This is an optimization exercise on Yosys and OpenROAD, whose aim is small area, not a production implementation. The RTL was checked by simulation tests, not by an equivalence proof against the original design. No driver is modelled on the clock port, so clock power and skew are understated where the tree is cut down; a real chip needs a root buffer or a tree.

==> job 4937: inputs <==
## traffic_light_controller
module traffic_light_controller(
    input clk_in,
    input rst,
    input sw0,
    input sw1,
    input [2:0] btn,
    output reg [6:0] seg,
    output reg red,
    output reg yellow,
    output reg green,
    output reg red2,
    output reg yellow2,
    output reg green2
);
clock: 8.0 ns
lec_check: 0
abc_area: 1
cap_margin: 20
core_margin: 2
core_utilization: 75
slew_margin: 20
standard.sh (not shown) runs the stock make flow with config.mk's settings and CLKGATE_MAP_FILE= SYNTH_SCRIPT=/design/flow/synth_recipe.tcl, a recipe that flattens the netlist after the stock synthesis.
==> flow/flow/run.sh <==
#!/bin/bash
# Own layout flow: the standard synthesis, then the combinational logic
# re-mapped for area (registers untouched), then the standard ORFS steps with
# a clock tree of one root and 16 leaf buffers (flow/mancts.tcl) and
# minimum-size port buffers.
set -euo pipefail
W=$PWD
F=$W/flow
R=$W/orfs/results/$FLOW_PLATFORM/traffic_light_controller/base
LIB=$FLOW_HOME/platforms/$FLOW_PLATFORM/lib/sky130_fd_sc_hd__tt_025C_1v80.lib

bash standard.sh synth > $W/log_1_synth.log 2>&1
cp $R/1_2_yosys.v $W/std_1_2_yosys.v

REOPT_LIB=$LIB REOPT_IN=$W/std_1_2_yosys.v REOPT_OUT=$W/reopt.v REOPT_TOP=$FLOW_TOP \
REOPT_ABC=$F/abc.script REOPT_DONTUSE=$F/dontuse.txt REOPT_STAT=$W/reopt_stat.txt \
  yosys -c $F/reopt.tcl > $W/log_2_reopt.log 2>&1

cp $W/reopt.v $R/1_2_yosys.v
rm -f $R/1_synth.odb $R/1_synth.sdc

bash standard.sh \
  "PRE_CTS_TCL=$F/mancts.tcl" \
  "BUFFER_PORTS_ARGS=-buffer_cell sky130_fd_sc_hd__buf_1" \
  finish > $W/log_3_layout.log 2>&1
==> flow/flow/abc.script <==
strash; &get -n; &deepsyn -T 20; &put; &get -n; &dch -f; &nf -a -R 1000; &put; &get -n; &dch -f; &nf -a -R 1000; &put
==> flow/flow/mancts.tcl <==
# Clock tree built here instead of by clock_tree_synthesis (ORFS calls this
# proc in its CTS step): the clock port drives one root buffer, which drives
# NB leaf buffers; each leaf drives the registers of one group, the groups
# split by position (NX columns by x, each cut into rows by y) and each leaf
# placed at the centre of its group. Detailed placement legalizes them.
proc clock_tree_synthesis { args } {
  set nx 4
  set ny 4
  set leaf_cell sky130_fd_sc_hd__buf_4
  set root_cell sky130_fd_sc_hd__buf_12
  set block [ord::get_db_block]
  set dbu [$block getDbUnitsPerMicron]
  set src [get_full_name [lindex [get_property [lindex [all_clocks] 0] sources] 0]]
  set clk [get_nets $src]
  set net [$block findNet $src]
  set pts {}
  foreach it [$net getITerms] {
    set inst [$it getInst]
    set bb [$inst getBBox]
    set x [expr {([$bb xMin] + [$bb xMax]) / 2.0 / $dbu}]
    set y [expr {([$bb yMin] + [$bb yMax]) / 2.0 / $dbu}]
    lappend pts [list $x $y "[$inst getName]/[[$it getMTerm] getName]"]
  }
  set groups {}
  set cols [lsort -real -index 0 $pts]
  set n [llength $cols]
  for {set i 0} {$i < $nx} {incr i} {
    set col [lrange $cols [expr {$i * $n / $nx}] [expr {($i + 1) * $n / $nx - 1}]]
    set col [lsort -real -index 1 $col]
    set m [llength $col]
    for {set j 0} {$j < $ny} {incr j} {
      lappend groups [lrange $col [expr {$j * $m / $ny}] [expr {($j + 1) * $m / $ny - 1}]]
    }
  }
  set leafs {}
  set g 0
  foreach grp $groups {
    if {[llength $grp] == 0} { continue }
    set sx 0; set sy 0; set pins {}
    foreach p $grp {
      set sx [expr {$sx + [lindex $p 0]}]
      set sy [expr {$sy + [lindex $p 1]}]
      lappend pins [get_pins [lindex $p 2]]
    }
    set cx [expr {$sx / [llength $grp]}]
    set cy [expr {$sy / [llength $grp]}]
    lappend leafs [insert_buffer -buffer_cell $leaf_cell -net $clk -load_pins $pins \
      -location [list $cx $cy] -buffer_name clkbuf_leaf_$g -net_name clknet_leaf_$g]
    incr g
  }
  set pins {}
  set sx 0; set sy 0
  foreach p $pts { set sx [expr {$sx + [lindex $p 0]}]; set sy [expr {$sy + [lindex $p 1]}] }
  foreach b $leafs { lappend pins [get_pins [get_full_name $b]/A] }
  insert_buffer -buffer_cell $root_cell -net $clk -load_pins $pins \
    -location [list [expr {$sx / [llength $pts]}] [expr {$sy / [llength $pts]}]] \
    -buffer_name clkbuf_root -net_name clknet_root
  set_propagated_clock [all_clocks]
  puts "manual clock tree: root $root_cell, [llength $leafs] x $leaf_cell for [llength $pts] registers"
}
==> flow/flow/reopt.tcl <==
# Re-map the combinational logic of the standard synthesis netlist with a
# plain area-oriented ABC script. Every register instance keeps its name and
# cell; only the gates between registers and ports change.
yosys -import
set lib $::env(REOPT_LIB)
# combinational cells as logic, sequential cells as black boxes
read_liberty -overwrite -ignore_miss_func $lib
delete sky130_fd_sc_hd__df* sky130_fd_sc_hd__edf* sky130_fd_sc_hd__sdf* sky130_fd_sc_hd__sedf* sky130_fd_sc_hd__dl* sky130_fd_sc_hd__conb*
read_liberty -lib -ignore_redef $lib
read_verilog $::env(REOPT_IN)
hierarchy -top $::env(REOPT_TOP)
scratchpad -set flatten.separator __
flatten -noscopeinfo
# nets get private names (cells keep theirs)
yosys rename -hide w:* i:* o:* %u %d
opt_clean -purge
yosys abc -script $::env(REOPT_ABC) -liberty $lib {*}[split [string trim [read [open $::env(REOPT_DONTUSE)]]]]
read_liberty -lib -ignore_redef $lib
opt_clean -purge
splitnets
opt_clean -purge
hilomap -singleton -hicell sky130_fd_sc_hd__conb_1 HI -locell sky130_fd_sc_hd__conb_1 LO
insbuf -buf sky130_fd_sc_hd__buf_4 A X
tee -o $::env(REOPT_STAT) stat -liberty $lib
check -assert
write_verilog -noattr -nohex -nodec $::env(REOPT_OUT)
Other scripts of this flow, unchanged in this note and not shown: flow/flow/dontuse.txt
==> job 4411: changes against job 4937 <==
--- a/flow/design.v
+++ b/flow/design.v
@@ -106,25 +106,26 @@
         lz <= lz & ~s1n0 & ~s1n1;
         l1 <= l1 & ~s1n0 & ~s1n1;
         lf <= lf & s1n0 & s1n1;
     end
 reg db;                  
+reg [1:0] dlo;           
 reg dz, dones;           
 wire d0  = tb0 ^ s0n0 ^ db;
 wire db1 = (~tb0 & s0n0) | (~(tb0 ^ s0n0) & db);
 wire d1  = tb1 ^ s0n1 ^ db1;
 always @(posedge clk_in) begin
     db <= ~tick & ((~tb1 & s0n1) | (~(tb1 ^ s0n1) & db1));
     if (c0) begin
+        dlo   <= {d1, d0};
         dz    <= 1'b1;
         dones <= 1'b1;
     end else begin
         dz    <= dz & ~d0 & ~d1;
         dones <= dones & d0 & d1;
     end
 end
-wire [1:0] dlo = {to8[1] ^ s0_lo[1] ^ (~te8[1] & s0_lo[0]), te8[1] ^ s0_lo[0]};
 wire dz_f  = ~rst_d & dz & ~d0 & ~d1;
 wire do_f  = ~rst_d & dones & d0 & d1;
 wire is_m1 = do_f & (dlo == 2'd3);
 wire is_0  = dz_f & (dlo == 2'd0);
 wire is_1  = dz_f & (dlo == 2'd1);
@@ -143,19 +144,14 @@
         default: begin b0 = btn[0]; b1 = btn[2]; b2 = btn[1]; end
     endcase
 end
 wire eq_a = ~b0 ? is_0 : (sw1 ? is_1 : is_m1);    
 wire eq_b = ~b0 ? is_1 : (sw1 ? is_2 : is_0);     
-wire       ld    = ~sw0 & eq_a;
-wire [3:0] a_op  = ld ? s1_lo : clo;
-wire       a_inc = ld & b1 & sw1;
-wire       a_dec = ~ld | (b1 & ~sw1);
-wire [3:0] a_sum = a_op + {a_dec, a_dec, a_dec, a_dec | a_inc};
-wire       a_cy  = a_inc & (a_op == 4'd15);
-wire       a_bw  = a_dec & (a_op == 4'd0);
-wire       c_bw  = ~ld & a_bw;
-wire       a_z   = ld ? (a_cy ? lf : a_bw ? l1 : lz) : (a_bw ? c1f & ~rst_d : cz);
+wire [3:0] l_new = s1_lo + (b1 ? (sw1 ? 4'd1 : 4'd15) : 4'd0);
+wire l_cy = b1 & sw1 & (s1_lo == 4'd15);
+wire l_bw = b1 & ~sw1 & (s1_lo == 4'd0);
+wire c_bw = (clo == 4'd0);
 wire go   = ~sw0 & eq_a & (st != YELLOW);                
 wire back = ~sw0 & ~eq_a & eq_b & (st == YELLOW);         
 wire move = go | back;
 always @(*) begin
     t_inc = sw0 ? t_0 : ~move;
@@ -174,12 +170,12 @@
         red2 <= 1'b0; yellow2 <= 1'b0; green2 <= 1'b1;
     end else if (tick) begin
         q_tclr  <= move;
         q_cclr  <= 1'b0;
         q_cload <= 1'b0;
-        clo     <= a_sum;
-        cz      <= a_z;
+        clo     <= clo - 4'd1;
+        if (c_bw) cz <= c1f & ~rst_d;
         if (sw0) begin
             red <= 1'b0; green <= 1'b0; red2 <= 1'b0; green2 <= 1'b0;
             q_tclr <= 1'b1;
             q_cclr <= 1'b1;
             clo    <= 4'd10;
@@ -192,10 +188,12 @@
                 yellow2 <= 1'b1;
             end
         end else begin
             if (eq_a) begin
                 q_cload <= 1'b1;
+                clo     <= l_new;
+                cz      <= l_cy ? lf : l_bw ? l1 : lz;
             end
             case (st)
                 GREEN: begin
                     if (eq_a) begin
                         st <= YELLOW;
@@ -230,21 +228,25 @@
                 end
             endcase
         end
     end
 end
-localparam [15:0] SEG_A = 16'hfc12, SEG_B = 16'hfc60, SEG_C = 16'hfc04,
-                  SEG_D = 16'hfc92, SEG_E = 16'hfeba, SEG_F = 16'hfc8e,
-                  SEG_G = 16'hfc83;
 always @(*) begin
-    seg[0] = ~cz | SEG_A[clo];
-    seg[1] = ~cz | SEG_B[clo];
-    seg[2] = ~cz | SEG_C[clo];
-    seg[3] = ~cz | SEG_D[clo];
-    seg[4] = ~cz | SEG_E[clo];
-    seg[5] = ~cz | SEG_F[clo];
-    seg[6] = ~cz | SEG_G[clo];
+    if (!cz) seg = 7'b1111111;
+    else case (clo)
+        4'd0: seg = 7'b1000000;
+        4'd1: seg = 7'b1111001;
+        4'd2: seg = 7'b0100100;
+        4'd3: seg = 7'b0110000;
+        4'd4: seg = 7'b0011001;
+        4'd5: seg = 7'b0010010;
+        4'd6: seg = 7'b0000010;
+        4'd7: seg = 7'b1111000;
+        4'd8: seg = 7'b0000000;
+        4'd9: seg = 7'b0010000;
+        default: seg = 7'b1111111;
+    endcase
 end
 endmodule
 module tl_time(
     input clk,
     input tick,          
--- a/flow/flow/run.sh
+++ b/flow/flow/run.sh
@@ -1,10 +1,9 @@
 #!/bin/bash
 # Own layout flow: the standard synthesis, then the combinational logic
 # re-mapped for area (registers untouched), then the standard ORFS steps with
-# a clock tree of one root and 16 leaf buffers (flow/mancts.tcl) and
-# minimum-size port buffers.
+# a clock tree without dummy loads and minimum-size port buffers.
 set -euo pipefail
 W=$PWD
 F=$W/flow
 R=$W/orfs/results/$FLOW_PLATFORM/traffic_light_controller/base
 LIB=$FLOW_HOME/platforms/$FLOW_PLATFORM/lib/sky130_fd_sc_hd__tt_025C_1v80.lib
@@ -18,8 +17,8 @@
 
 cp $W/reopt.v $R/1_2_yosys.v
 rm -f $R/1_synth.odb $R/1_synth.sdc
 
 bash standard.sh \
-  "PRE_CTS_TCL=$F/mancts.tcl" \
+  "CTS_ARGS=-sink_clustering_enable -repair_clock_nets -dont_use_dummy_load -buf_list sky130_fd_sc_hd__clkbuf_8" \
   "BUFFER_PORTS_ARGS=-buffer_cell sky130_fd_sc_hd__buf_1" \
   finish > $W/log_3_layout.log 2>&1
==> flow/flow/abc.script (replaced) <==
strash; &get -n; &dch -f; &nf -a -R 1000; &put; topo
--- a/flow/config.mk
+++ b/flow/config.mk
@@ -6,7 +6,7 @@
 export NUM_CORES = 4
 export LEC_CHECK = 0
 export ABC_AREA = 1
 export CAP_MARGIN = 20
 export CORE_MARGIN = 2
-export CORE_UTILIZATION = 75
+export CORE_UTILIZATION = 40
 export SLEW_MARGIN = 20
removed: flow/flow/mancts.tcl
==> job 3369: changes against job 4937 <==
--- a/flow/design.v
+++ b/flow/design.v
@@ -3,18 +3,26 @@
     input rst,
     input sw0,
     input sw1,
     input [2:0] btn,
     output reg [6:0] seg,
-    output reg red,
-    output reg yellow,
-    output reg green,
-    output reg red2,
-    output reg yellow2,
-    output reg green2
+    output red,
+    output yellow,
+    output green,
+    output red2,
+    output yellow2,
+    output green2
 );
 localparam RED = 2'd0, GREEN = 2'd1, YELLOW = 2'd2;
+localparam L_OFF = 2'd0, L_R = 2'd1, L_Y = 2'd2, L_G = 2'd3;
+reg [1:0] ml, sl;        
+assign red     = ml[0] & ~ml[1];
+assign yellow  = ml[1] & ~ml[0];
+assign green   = ml[0] & ml[1];
+assign red2    = sl[0] & ~sl[1];
+assign yellow2 = sl[1] & ~sl[0];
+assign green2  = sl[0] & sl[1];
 reg [3:0] p;                        
 wire tick = (p == 4'd15);
 always @(posedge clk_in)
     if (rst) p <= 4'd15;
     else     p <= p + 4'd1;
@@ -70,12 +78,11 @@
 end
 wire tb0 = act_t & tn0;
 wire tb1 = act_t & tn1;
 reg tz3;
 always @(posedge clk_in)
-    if (c1)         tz3 <= ~tn1;
-    else if (act_t) tz3 <= tz3 & ~tn0 & ~tn1;
+    tz3 <= c1 ? ~tn1 : tz3 & ~(act_t & (tn0 | tn1));
 reg [3:0] clo;           
 reg       cz;            
 reg [1:0] ce2, co2;      
 reg [7:0] ce8, co8;      
 reg       cbr;           
@@ -92,23 +99,17 @@
     ce8 <= {act_c8 ? cn0 : ce8[0], ce8[7:1]};
     co8 <= {act_c8 ? cn1 : co8[0], co8[7:1]};
 end
 reg c1f;
 always @(posedge clk_in)
-    if (c2)         c1f <= cn0 & ~cn1;
-    else if (act_c) c1f <= c1f & ~cn0 & ~cn1;
+    c1f <= c2 ? cn0 & ~cn1 : c1f & ~(act_c & (cn0 | cn1));
 reg lz, l1, lf;
-always @(posedge clk_in)
-    if (c2) begin
-        lz <= ~s1n0 & ~s1n1;
-        l1 <= s1n0 & ~s1n1;
-        lf <= s1n0 & s1n1;
-    end else if (act_c) begin
-        lz <= lz & ~s1n0 & ~s1n1;
-        l1 <= l1 & ~s1n0 & ~s1n1;
-        lf <= lf & s1n0 & s1n1;
-    end
+always @(posedge clk_in) begin
+    lz <= c2 ? ~s1n0 & ~s1n1 : lz & ~(act_c & (s1n0 | s1n1));
+    l1 <= c2 ? s1n0 & ~s1n1  : l1 & ~(act_c & (s1n0 | s1n1));
+    lf <= c2 ? s1n0 & s1n1   : lf & ~(act_c & ~(s1n0 & s1n1));
+end
 reg db;                  
 reg dz, dones;           
 wire d0  = tb0 ^ s0n0 ^ db;
 wire db1 = (~tb0 & s0n0) | (~(tb0 ^ s0n0) & db);
 wire d1  = tb1 ^ s0n1 ^ db1;
@@ -163,71 +164,56 @@
     en0   = move ? b1 : b0;
     en1   = move ? b2 : b1;
     en2   = move ? b0 : b2;
 end
 always @(posedge clk_in) begin
-    if (tick) q_up <= sw1;
+    if (tick) begin
+        q_up    <= sw1;
+        q_tclr  <= sw0 | move;
+        q_cclr  <= sw0;
+        q_cload <= ld;
+    end
     if (rst) begin
         st <= RED;
         clo <= 4'd6;
         cz  <= 1'b1;
-        red <= 1'b1; yellow <= 1'b0; green <= 1'b0;
-        red2 <= 1'b0; yellow2 <= 1'b0; green2 <= 1'b1;
+        ml <= L_R;
+        sl <= L_G;
     end else if (tick) begin
-        q_tclr  <= move;
-        q_cclr  <= 1'b0;
-        q_cload <= 1'b0;
         clo     <= a_sum;
         cz      <= a_z;
         if (sw0) begin
-            red <= 1'b0; green <= 1'b0; red2 <= 1'b0; green2 <= 1'b0;
-            q_tclr <= 1'b1;
-            q_cclr <= 1'b1;
             clo    <= 4'd10;
             cz     <= 1'b1;
-            if (t_1) begin
-                yellow  <= ~yellow;
-                yellow2 <= ~yellow2;
-            end else begin
-                yellow  <= 1'b0;
-                yellow2 <= 1'b1;
-            end
+            ml <= (t_1 & ~yellow) ? L_Y : L_OFF;
+            sl <= (t_1 & yellow2) ? L_OFF : L_Y;
         end else begin
             if (eq_a) begin
-                q_cload <= 1'b1;
             end
             case (st)
                 GREEN: begin
                     if (eq_a) begin
                         st <= YELLOW;
-                        red <= 1'b0; yellow <= 1'b1; green <= 1'b0;
-                        red2 <= 1'b1; yellow2 <= 1'b0; green2 <= 1'b0;
+                        ml <= L_Y; sl <= L_R;
                     end
                 end
                 YELLOW: begin
                     if (eq_a) begin
-                        red <= 1'b1; yellow <= 1'b0; green <= 1'b0;
-                        red2 <= 1'b1; yellow2 <= 1'b0; green2 <= 1'b0;
+                        ml <= L_R; sl <= L_R;
                     end else if (eq_b) begin
                         st <= RED;
                         clo <= clo;
                         cz  <= cz;
-                        red <= 1'b1; yellow <= 1'b0; green <= 1'b0;
-                        red2 <= 1'b0; yellow2 <= 1'b0; green2 <= 1'b1;
+                        ml <= L_R; sl <= L_G;
                     end
                 end
                 default: begin
-                    if (t_2) begin
-                        red2 <= 1'b0; yellow2 <= 1'b1; green2 <= 1'b0;
-                    end
-                    if (t_4) begin
-                        red2 <= 1'b1; yellow2 <= 1'b0; green2 <= 1'b0;
-                    end
+                    if (t_2) sl <= L_Y;
+                    if (t_4) sl <= L_R;
                     if (eq_a) begin
                         st <= GREEN;
-                        red <= 1'b0; yellow <= 1'b0; green <= 1'b1;
-                        red2 <= 1'b1; yellow2 <= 1'b0; green2 <= 1'b0;
+                        ml <= L_G; sl <= L_R;
                     end
                 end
             endcase
         end
     end
--- a/flow/flow/run.sh
+++ b/flow/flow/run.sh
@@ -11,11 +11,11 @@
 
 bash standard.sh synth > $W/log_1_synth.log 2>&1
 cp $R/1_2_yosys.v $W/std_1_2_yosys.v
 
 REOPT_LIB=$LIB REOPT_IN=$W/std_1_2_yosys.v REOPT_OUT=$W/reopt.v REOPT_TOP=$FLOW_TOP \
-REOPT_ABC=$F/abc.script REOPT_DONTUSE=$F/dontuse.txt REOPT_STAT=$W/reopt_stat.txt \
+REOPT_ABC=$F/abc.script REOPT_SEEDS="1 2 3 4 5" REOPT_DONTUSE=$F/dontuse.txt REOPT_STAT=$W/reopt_stat.txt \
   yosys -c $F/reopt.tcl > $W/log_2_reopt.log 2>&1
 
 cp $W/reopt.v $R/1_2_yosys.v
 rm -f $R/1_synth.odb $R/1_synth.sdc
 
==> flow/flow/abc.script (replaced) <==
strash; &get -n; &deepsyn -T 15 -S SEED; &put; &get -n; &dch -f; &nf -a -R 1000; &put; &get -n; &dch -f; &nf -a -R 1000; &put
--- a/flow/flow/reopt.tcl
+++ b/flow/flow/reopt.tcl
@@ -12,12 +12,32 @@
 scratchpad -set flatten.separator __
 flatten -noscopeinfo
 # nets get private names (cells keep theirs)
 yosys rename -hide w:* i:* o:* %u %d
 opt_clean -purge
-yosys abc -script $::env(REOPT_ABC) -liberty $lib {*}[split [string trim [read [open $::env(REOPT_DONTUSE)]]]]
-read_liberty -lib -ignore_redef $lib
+# several ABC runs (the script's SEED replaced by 1, 2, ...), the smallest kept
+set dontuse [split [string trim [read [open $::env(REOPT_DONTUSE)]]]]
+set template [read [open $::env(REOPT_ABC)]]
+design -save pre
+set best 1e12
+foreach seed $::env(REOPT_SEEDS) {
+  design -load pre
+  set f [open abc_seed_$seed.script w]
+  puts $f [string map [list SEED $seed] $template]
+  close $f
+  yosys abc -script abc_seed_$seed.script -liberty $lib {*}$dontuse
+  read_liberty -lib -ignore_redef $lib
+  set out [tee -q -s result.string stat -liberty $lib]
+  regexp {Chip area for module [^:]*: ([0-9.]+)} $out -> area
+  puts "REOPT seed $seed area $area"
+  if {$area < $best} {
+    set best $area
+    design -save best
+  }
+}
+design -load best
+puts "REOPT best area $best"
 opt_clean -purge
 splitnets
 opt_clean -purge
 hilomap -singleton -hicell sky130_fd_sc_hd__conb_1 HI -locell sky130_fd_sc_hd__conb_1 LO
 insbuf -buf sky130_fd_sc_hd__buf_4 A X
--- a/flow/config.mk
+++ b/flow/config.mk
@@ -6,7 +6,7 @@
 export NUM_CORES = 4
 export LEC_CHECK = 0
 export ABC_AREA = 1
 export CAP_MARGIN = 20
 export CORE_MARGIN = 2
-export CORE_UTILIZATION = 75
+export CORE_UTILIZATION = 85
 export SLEW_MARGIN = 20
==> run summary <==
- Final min period: 4450 ps
- Fin cells: 555
- Outcome: no timing/DRC/antenna violations
- HPWL after DPL: 7460 um
- Most frequent cells in the layout: 167 x sky130_fd_sc_hd__dfxtp_1, 39 x sky130_fd_sc_hd__nor2_1, 31 x sky130_fd_sc_hd__nand2_1
- Worst setup slack after layout: 3550 ps
Source of the figures above: job 4937

==> run summary <==
- Fin cells: 684
- HPWL after DPL: 6240 um
- Outcome: no timing/DRC/antenna violations
- Most frequent cells in the layout: 174 x sky130_fd_sc_hd__dfxtp_1, 49 x sky130_fd_sc_hd__nor2_1, 37 x sky130_fd_sc_hd__nand2_1
Source of the figures above: job 4411

==> run summary <==
- Outcome: no timing/DRC/antenna violations
- Vias: 4018
- HPWL after DPL: slightly above 8000 um
- Fin cells: 556
- Kind of end point of the critical path: flop
- Most frequent cells in the layout: 170 x sky130_fd_sc_hd__dfxtp_1, 41 x sky130_fd_sc_hd__nand2_1, 37 x sky130_fd_sc_hd__nor2_1
- Final Util: 91.8%
- Final min period: 5840 ps
Source of the figures above: job 3369

In job 4937 and job 3369 the design's own scripts or RTL, not TritonCTS, make the clock network.

afterwards: timing with drivers on the ports:
Ports are ideal in the flow. The routed layouts listed here were re-timed in OpenROAD.
Step 1 sets driving cells, clkbuf_16 on the clock port and buf_2 on the other inputs (assumed; they add their load-dependent delay and slew).
Step 2 moves the port delays by t, midway between the first and last clock arrival at a register: inputs arrive t later, outputs are due t later. That takes back most of the time a late clock gives input paths.
a / b / c = ideal / step 1 / step 2; a / b = the first two.
run	t (ns)	setup slack, ns	worst register clock-pin slew, ns
job 4937	0.358	3.550 / 3.550 / 3.550	0.12 / 0.12
job 4411	0.454	2.761 / 2.761 / 2.761	0.08 / 0.08
job 3369	0.370	2.164 / 2.164 / 2.164	0.12 / 0.12
After both steps setup and hold are still met in every run listed.
